This is an optimization exercise on Yosys and OpenROAD, whose aim is small area, a short achievable clock period and few clock cycles per item, not a production implementation.
The RTL was checked by simulation tests, not by an equivalence proof against the original design.

run a:
// bitcoin_hash
module bitcoin_hash(input logic        clk, reset_n, start,
                    input logic [15:0] message_addr, output_addr,
                   output logic        done, mem_we,
                   output logic [15:0] mem_addr,
                   output logic [31:0] mem_write_data,
                    input logic [31:0] mem_read_data);
Size in the first run: roughly 7400 cells after synthesis, about 1100 flip-flops, about 120 I/O pins.
Settings: LEC_CHECK=0, ABC_AREA=1, CAP_MARGIN=20, CORE_MARGIN=2, CORE_UTILIZATION=40, CTS_CLUSTER_DIAMETER=80, CTS_CLUSTER_SIZE=24, PLACE_DENSITY=0.8, SETUP_SLACK_MARGIN=5, SLEW_MARGIN=20; clock period 10.0 ns.
standard.sh (not shown) runs the stock make flow with config.mk's settings and CLKGATE_MAP_FILE= SYNTH_SCRIPT=/design/flow/synth_recipe.tcl, a recipe that flattens the netlist after the stock synthesis.
==> flow/flow/run.sh <==
#!/bin/bash
# Layout with the standard flow (standard.sh), with these changes:
#  - synthesis skips the full-adder extraction (ADDER_MAP_FILE empty), so the
#    carry-save adders of the SHA-256 round map to faster XOR/majority logic;
#    synthesis script, passes, flattening and renaming are otherwise standard;
#  - optionally, ports are buffered with buf_2 cells.
set -euo pipefail
EXTRA="ADDER_MAP_FILE= SETUP_SLACK_MARGIN=6.5 'BUFFER_PORTS_ARGS=-buffer_cell sky130_fd_sc_hd__buf_2'"
sed "s|\"\${@:-finish}\"|$EXTRA \"\${@:-finish}\"|" standard.sh > standard_own.sh
grep -q 'SETUP_SLACK_MARGIN=6.5' standard_own.sh
bash standard_own.sh synth > synth.log 2>&1
bash standard_own.sh finish > layout.log 2>&1
Testbench counts of run a, summed over its fixed seeds: cycles 90,320, hashes 640.
Setup changes, run a to run b
# run a
export LEC_CHECK = 0
export ABC_AREA = 1
export CAP_MARGIN = 20
export CORE_MARGIN = 2
export CORE_UTILIZATION = 40
export CTS_CLUSTER_DIAMETER = 80
export CTS_CLUSTER_SIZE = 24
export PLACE_DENSITY = 0.8
export SETUP_SLACK_MARGIN = 5
export SLEW_MARGIN = 20
create_clock -name core_clock -period 10.0 [get_ports {clk}]
# run b
export LEC_CHECK = 0
export ABC_AREA = 1
export CAP_MARGIN = 20
export CORE_MARGIN = 2
export CORE_UTILIZATION = 40
export CTS_CLUSTER_DIAMETER = 100
export CTS_CLUSTER_SIZE = 20
export PLACE_DENSITY = 0.8
export SETUP_SLACK_MARGIN = 5
export SLEW_MARGIN = 20
create_clock -name core_clock -period 10.0 [get_ports {clk}]
### Flow results
- Run b does worse than run a on register-to-register setup slack.
- Sequential cell area share: run b vs run a, no meaningful difference
- Utilization delta (run a -> run b): insignificant
- Cell with the largest stage delay on the worst path: sky130_fd_sc_hd__dfxtp_1 -> run a, sky130_fd_sc_hd__xor2_1 -> run b


Setup of build 45:
bitcoin_hash again, from the RTL that the note above started with.
==> flow/config.mk <==
export PLATFORM = sky130hd
export DESIGN_NAME = bitcoin_hash
export DESIGN_NICKNAME = bitcoin_hash
export VERILOG_FILES = /design/flow/design.v
export SDC_FILE = /design/flow/constraint.sdc
export NUM_CORES = 8
export LEC_CHECK = 0
export ABC_AREA = 1
export CAP_MARGIN = 20
export CORE_MARGIN = 2
export CORE_UTILIZATION = 40
export CTS_CLUSTER_DIAMETER = 100
export CTS_CLUSTER_SIZE = 20
export PLACE_DENSITY = 0.8
export SETUP_SLACK_MARGIN = 5
export SLEW_MARGIN = 20
==> flow/constraint.sdc <==
create_clock -name core_clock -period 10.0 [get_ports {clk}]
set_input_delay 2.0000 -clock core_clock [delete_from_list [all_inputs] [get_ports {clk}]]
set_output_delay 2.0000 -clock core_clock [all_outputs]
set_load 0.01 [all_outputs]
==> flow/flow/run.sh <==
#!/bin/bash
# Layout with the standard flow (standard.sh), with these changes:
#  - synthesis skips the full-adder extraction (ADDER_MAP_FILE empty), so the
#    carry-save adders of the SHA-256 round map to faster XOR/majority logic;
#    synthesis script, passes, flattening and renaming are otherwise standard;
#  - optionally, ports are buffered with buf_2 cells.
set -euo pipefail
EXTRA="ADDER_MAP_FILE= SETUP_SLACK_MARGIN=6.45 'BUFFER_PORTS_ARGS=-buffer_cell sky130_fd_sc_hd__buf_2'"
sed "s|\"\${@:-finish}\"|$EXTRA \"\${@:-finish}\"|" standard.sh > standard_own.sh
grep -q 'SETUP_SLACK_MARGIN=6.45' standard_own.sh
bash standard_own.sh synth > synth.log 2>&1
bash standard_own.sh finish > layout.log 2>&1
Build 45: no failed stages, no open violations at the end
Testbench counts of build 45, summed over its fixed seeds: cycles 90,320, hashes 640.
#### Input delta (build 49 over build 45)
- changing CTS_CLUSTER_DIAMETER from 100 to 80
- changing CTS_CLUSTER_SIZE from 20 to 28
--- a/flow/flow/run.sh
+++ b/flow/flow/run.sh
@@ -6,7 +6,7 @@
 #  - optionally, ports are buffered with buf_2 cells.
 set -euo pipefail
-EXTRA="ADDER_MAP_FILE= SETUP_SLACK_MARGIN=6.45 'BUFFER_PORTS_ARGS=-buffer_cell sky130_fd_sc_hd__buf_2'"
+EXTRA="ADDER_MAP_FILE= SETUP_SLACK_MARGIN=6.5 'BUFFER_PORTS_ARGS=-buffer_cell sky130_fd_sc_hd__buf_2'"
 sed "s|\"\${@:-finish}\"|$EXTRA \"\${@:-finish}\"|" standard.sh > standard_own.sh
-grep -q 'SETUP_SLACK_MARGIN=6.45' standard_own.sh
+grep -q 'SETUP_SLACK_MARGIN=6.5' standard_own.sh
 bash standard_own.sh synth > synth.log 2>&1
 bash standard_own.sh finish > layout.log 2>&1
### Flow results
[compare] base=build 45 new=build 49: final worst setup slack has increased; routed wire length was more or less identical; core occupancy in the finished layout neither gained nor lost much; critical path depth has decreased; number of antenna violations at the first check in global routing down 1.
Build 45 → build 49: global-route wire length before repair stayed essentially flat, count of buffers not belonging to the clock network in the layout increased 9.2%.
The layout overhead on the synthesized area of build 49 is higher than that of build 45.
Count of inserted antenna diode cells: build 49 vs build 45 identical
diff inputs: build 49 => build 41
- CTS_CLUSTER_SIZE now 20, was 28
- CTS_CLUSTER_DIAMETER now 100, was 80
--- a/flow/flow/run.sh
+++ b/flow/flow/run.sh
@@ -6,7 +6,7 @@
 #  - optionally, ports are buffered with buf_2 cells.
 set -euo pipefail
-EXTRA="ADDER_MAP_FILE= SETUP_SLACK_MARGIN=6.5 'BUFFER_PORTS_ARGS=-buffer_cell sky130_fd_sc_hd__buf_2'"
+EXTRA="ADDER_MAP_FILE= SETUP_SLACK_MARGIN=6.55 'BUFFER_PORTS_ARGS=-buffer_cell sky130_fd_sc_hd__buf_2'"
 sed "s|\"\${@:-finish}\"|$EXTRA \"\${@:-finish}\"|" standard.sh > standard_own.sh
-grep -q 'SETUP_SLACK_MARGIN=6.5' standard_own.sh
+grep -q 'SETUP_SLACK_MARGIN=6.55' standard_own.sh
 bash standard_own.sh synth > synth.log 2>&1
 bash standard_own.sh finish > layout.log 2>&1
--- outcome ---
The higher proportion of cell area occupied by registers of build 49 and build 41 is in build 49. Worst reg-to-reg path cell count came out lower on build 41 than on build 49. Number of enable-type register cells in the synthesized netlist came out exactly the same in build 49 and build 41. Looking at build 49 and build 41, the cell count is a wash. The lower initial antenna violation count came out of build 49.


Setup of run 1:
Another version of the RTL of bitcoin_hash (not shown whole).
Size in the first run: about 7,600 cells after synthesis, ~1,100 flip-flops, ~120 I/O pins, about 0.053 mm^2 of cells after synthesis.
Settings: LEC_CHECK=0, ABC_AREA=1, CAP_MARGIN=20, CORE_MARGIN=2, CORE_UTILIZATION=40, CTS_CLUSTER_DIAMETER=100, CTS_CLUSTER_SIZE=20, SETUP_SLACK_MARGIN=5, SLEW_MARGIN=20; clock period 10.0 ns.
==> flow/flow/run.sh <==
#!/bin/bash
# Layout with the standard flow (standard.sh), with these changes:
#  - synthesis skips the full-adder extraction (ADDER_MAP_FILE empty), so the
#    carry-save adders of the SHA-256 round map to faster XOR/majority logic;
#    synthesis script, passes, flattening and renaming are otherwise standard;
#  - optionally, ports are buffered with buf_2 cells.
set -euo pipefail
EXTRA="ADDER_MAP_FILE= SETUP_SLACK_MARGIN=6.5 'BUFFER_PORTS_ARGS=-buffer_cell sky130_fd_sc_hd__buf_2'"
sed "s|\"\${@:-finish}\"|$EXTRA \"\${@:-finish}\"|" standard.sh > standard_own.sh
grep -q 'SETUP_SLACK_MARGIN=6.5' standard_own.sh
bash standard_own.sh synth > synth.log 2>&1
bash standard_own.sh finish > layout.log 2>&1
Testbench counts of run 1, summed over its fixed seeds: cycles 90,360, hashes 640.
For run 2, these inputs were changed with respect to run 1:
Settings: swapping 40 for 45 in CORE_UTILIZATION.
==> notes.md <==
- Against run 1, run 2 reports a wire length that is higher.
- Summary of run 2 over run 1: cell area decreased by 0.97% relative to the old numbers; total routing resource utilization after global routing grew by 3.5 points.
- Changes observed in run 2 relative to run 1: clock latency reported for the late side of the worst-skew pair now smaller; flip-flop and latch count after synthesis about even; number of diodes added for antenna fixing dropped 1; die width fell by 5.7%.
- Taking run 1 as the reference point, the multi-input combinational area share of run 2 rises by 0.22 points.


yarrow:
bitcoin_hash, a different RTL version from the one above (not shown whole).
Size: about 7600 cells after synthesis, roughly 1100 flip-flops, about 120 I/O pins, ~53000 µm² of cells after synthesis.
// bitcoin_hash
module bitcoin_hash(input logic        clk, reset_n, start,
                    input logic [15:0] message_addr, output_addr,
                   output logic        done, mem_we,
                   output logic [15:0] mem_addr,
                   output logic [31:0] mem_write_data,
                    input logic [31:0] mem_read_data);
clock: 10.0 ns
lec_check: 0
abc_area: 1
cap_margin: 20
core_margin: 2
core_utilization: 50
cts_cluster_diameter: 100
cts_cluster_size: 20
setup_slack_margin: 5
slew_margin: 20
==> flow/flow/run.sh <==
#!/bin/bash
# Layout with the standard flow (standard.sh), with these changes:
#  - synthesis skips the full-adder extraction (ADDER_MAP_FILE empty), so the
#    carry-save adders of the SHA-256 round map to faster XOR/majority logic;
#    synthesis script, passes, flattening and renaming are otherwise standard;
#  - optionally, ports are buffered with buf_2 cells.
set -euo pipefail
EXTRA="ADDER_MAP_FILE= SETUP_SLACK_MARGIN=6.6 'BUFFER_PORTS_ARGS=-buffer_cell sky130_fd_sc_hd__buf_2'"
sed "s|\"\${@:-finish}\"|$EXTRA \"\${@:-finish}\"|" standard.sh > standard_own.sh
grep -q 'SETUP_SLACK_MARGIN=6.6' standard_own.sh
bash standard_own.sh synth > synth.log 2>&1
bash standard_own.sh finish > layout.log 2>&1
Testbench counts of yarrow, summed over its fixed seeds: cycles 90,360, hashes 640.
Input-level comparison between onyx and yarrow:
==> flow/flow/run.sh <==
#!/bin/bash
# Layout with the standard flow (standard.sh), with these changes:
#  - synthesis skips the full-adder extraction (ADDER_MAP_FILE empty), so the
#    carry-save adders of the SHA-256 round map to faster XOR/majority logic;
#    synthesis script, passes, flattening and renaming are otherwise standard;
#  - optionally, ports are buffered with buf_2 cells.
set -euo pipefail
EXTRA="ADDER_MAP_FILE= SETUP_SLACK_MARGIN=6.4 'BUFFER_PORTS_ARGS=-buffer_cell sky130_fd_sc_hd__buf_2'"
sed "s|\"\${@:-finish}\"|$EXTRA \"\${@:-finish}\"|" standard.sh > standard_own.sh
grep -q 'SETUP_SLACK_MARGIN=6.4' standard_own.sh
bash standard_own.sh synth > synth.log 2>&1
bash standard_own.sh finish > layout.log 2>&1
Results
- Summary: least setup slack across all paths after layout, onyx worse than yarrow
- Diff yarrow -> onyx | count of instances resized after the clock tree is built | down by more than half
- Relative to yarrow, vias after detailed routing has gone down in onyx.
- [compare] base=yarrow new=onyx: vias per cell fell 0.95%; final cell count without fillers dropped 0.92%; summed area of non-filler cells in the final layout lower.
> inputs changed (onyx -> pepper)
==> flow/flow/run.sh <==
#!/bin/bash
# Layout with the standard flow (standard.sh), with these changes:
#  - synthesis skips the full-adder extraction (ADDER_MAP_FILE empty) and maps
#    with the ABC script flow/abc_map.script (through a copy of the ORFS
#    scripts folder); synthesis passes, flattening and renaming are otherwise
#    the standard ones;
#  - ports are buffered with buf_2 cells.
set -euo pipefail
rm -rf orfs_scripts
cp -r "$FLOW_HOME/scripts" orfs_scripts
cp flow/abc_map.script orfs_scripts/abc_area.script
EXTRA="ADDER_MAP_FILE= SETUP_SLACK_MARGIN=6.4 'BUFFER_PORTS_ARGS=-buffer_cell sky130_fd_sc_hd__buf_2'"
sed "s|\"\${@:-finish}\"|$EXTRA \"\${@:-finish}\"|" standard.sh > standard_own.sh
sed "s|\"\${@:-finish}\"|SCRIPTS_DIR=$PWD/orfs_scripts $EXTRA \"\${@:-finish}\"|" standard.sh > standard_synth.sh
grep -q 'SETUP_SLACK_MARGIN=6.4' standard_own.sh
grep -q 'SCRIPTS_DIR=' standard_synth.sh
bash standard_synth.sh synth > synth.log 2>&1
bash standard_own.sh finish > layout.log 2>&1
==> flow/flow/abc_map.script (new file) <==
strash; dch; map -a; topo; stime -c; buffer -c; upsize -c; dnsize -c
--- outcome ---
Higher summed area of non-filler cells in the final layout goes to pepper over onyx. pepper does better than onyx on total via count in the routed design. Inverter count of the layout excluding clock inverters, pepper vs onyx: up by a few percent. pepper ends up with a setup slack that is 0.98 ns lower than in onyx.
[inputs] ember vs pepper
==> flow/flow/run.sh <==
#!/bin/bash
# Layout with the standard flow (standard.sh), with these changes:
#  - synthesis skips the full-adder extraction (ADDER_MAP_FILE empty), so the
#    carry-save adders of the SHA-256 round map to faster XOR/majority logic;
#    synthesis script, passes, flattening and renaming are otherwise standard;
#  - optionally, ports are buffered with buf_2 cells.
set -euo pipefail
EXTRA="ADDER_MAP_FILE= SETUP_SLACK_MARGIN=6.5 'BUFFER_PORTS_ARGS=-buffer_cell sky130_fd_sc_hd__buf_2'"
sed "s|\"\${@:-finish}\"|$EXTRA \"\${@:-finish}\"|" standard.sh > standard_own.sh
grep -q 'SETUP_SLACK_MARGIN=6.5' standard_own.sh
bash standard_own.sh synth > synth.log 2>&1
bash standard_own.sh finish > layout.log 2>&1
removed: flow/flow/abc_map.script
- Cmp pepper and ember / final period utilization / higher: pepper
- Summary of ember over pepper: number of antenna violations at the first check in global routing held steady; per-cell routed wire length now sits lower.


== rev 12 ==
bitcoin_hash, a different RTL version from the one above (not shown whole).
Size: about 7500 cells after synthesis, roughly 1100 flip-flops, ~120 I/O pins.
clock: 10.0 ns
lec_check: 0
abc_area: 1
cap_margin: 20
core_margin: 2
core_utilization: 40
cts_cluster_diameter: 100
cts_cluster_size: 20
setup_slack_margin: 5
slew_margin: 20
==> flow/flow/run.sh <==
#!/bin/bash
# Layout with the standard flow (standard.sh), with these changes:
#  - synthesis skips the full-adder extraction (ADDER_MAP_FILE empty), so the
#    carry-save adders of the SHA-256 round map to faster XOR/majority logic;
#    synthesis script, passes, flattening and renaming are otherwise standard;
#  - optionally, ports are buffered with buf_2 cells.
set -euo pipefail
EXTRA="ADDER_MAP_FILE= SETUP_SLACK_MARGIN=6.5 'BUFFER_PORTS_ARGS=-buffer_cell sky130_fd_sc_hd__buf_2'"
sed "s|\"\${@:-finish}\"|$EXTRA \"\${@:-finish}\"|" standard.sh > standard_own.sh
grep -q 'SETUP_SLACK_MARGIN=6.5' standard_own.sh
bash standard_own.sh synth > synth.log 2>&1
bash standard_own.sh finish > layout.log 2>&1
Both conditions hold for rev 12: the flow ran to the end and the final layout passed the timing, design-rule and antenna checks.
Testbench counts of rev 12, summed over its fixed seeds: cycles 90,360, hashes 640.
## Diff of input files: rev 13 against rev 12
Settings: changing CORE_UTILIZATION from 40 to 45.
### Flow results
[rev 13] number of cells in the design after placement fell about 2.5% relative to rev 12. Minimum clock period after layout down 33 ps in rev 13 wrt rev 12. In the tables for rev 13 and rev 12, total area of multi-input combinational cells reads lower with rev 12. Rev 13 vs rev 12, number of rows created at floorplan went down by 8. Row part of the cycle the worst path needs: rev 13 lower / rev 12 higher. Sort rev 13 and rev 12 by die span in x, ascending, and rev 13 comes first. Looking at wire length across both flows, rev 13 is the weaker of the two, with rev 12 ahead.

## port drivers added, routing unchanged
In the flow no input, the clock included, has a driving cell. The finished layouts below were timed again as built, in two steps.
Step 1, drivers: a clkbuf_16 drives clk and a buf_2 each remaining input, both assumed.
Step 2 also shifts input and output timing later by t, the mid clock arrival at the registers, as if the neighbouring blocks saw the same clock.
Slacks: ideal / step 1 / step 2; pairs: ideal / step 1.
run	t (ns)	setup WS [ns]	worst hold slack (ns)	worst setup path at the end
run a	0.766	6.593 / 6.521 / 6.617	0.297 / 0.297 / 0.297	register to register
run b	0.752	6.512 / 6.512 / 6.512	0.309 / 0.309 / 0.309	register to register
build 45	0.752	6.491 / 6.491 / 6.491	0.312 / 0.312 / 0.312	register to register
build 49	0.758	6.561 / 6.540 / 6.473	0.306 / 0.306 / 0.306	input to register
build 41	0.755	6.615 / 6.558 / 6.615	0.308 / 0.308 / 0.308	register to register
run 1	0.791	6.535 / 6.453 / 6.562	0.309 / 0.309 / 0.309	register to register
run 2	0.756	6.556 / 6.477 / 6.558	0.315 / 0.315 / 0.315	register to register
yarrow	0.747	6.522 / 6.522 / 6.522	0.307 / 0.307 / 0.307	register to register
onyx	0.746	6.346 / 6.346 / 6.346	0.301 / 0.301 / 0.301	register to register
pepper	0.750	5.363 / 5.363 / 5.363	0.318 / 0.318 / 0.318	register to register
ember	0.748	6.464 / 6.464 / 6.464	0.304 / 0.304 / 0.304	register to register
rev 12	0.768	6.510 / 6.487 / 6.510	0.302 / 0.302 / 0.302	register to register
rev 13	0.763	6.542 / 6.463 / 6.542	0.313 / 0.313 / 0.313	register to register
After both steps every run listed still meets setup and hold. For build 49, which loses most, drivers alone change the setup slack by -0.021 ns; drivers and shift together by -0.088 ns.
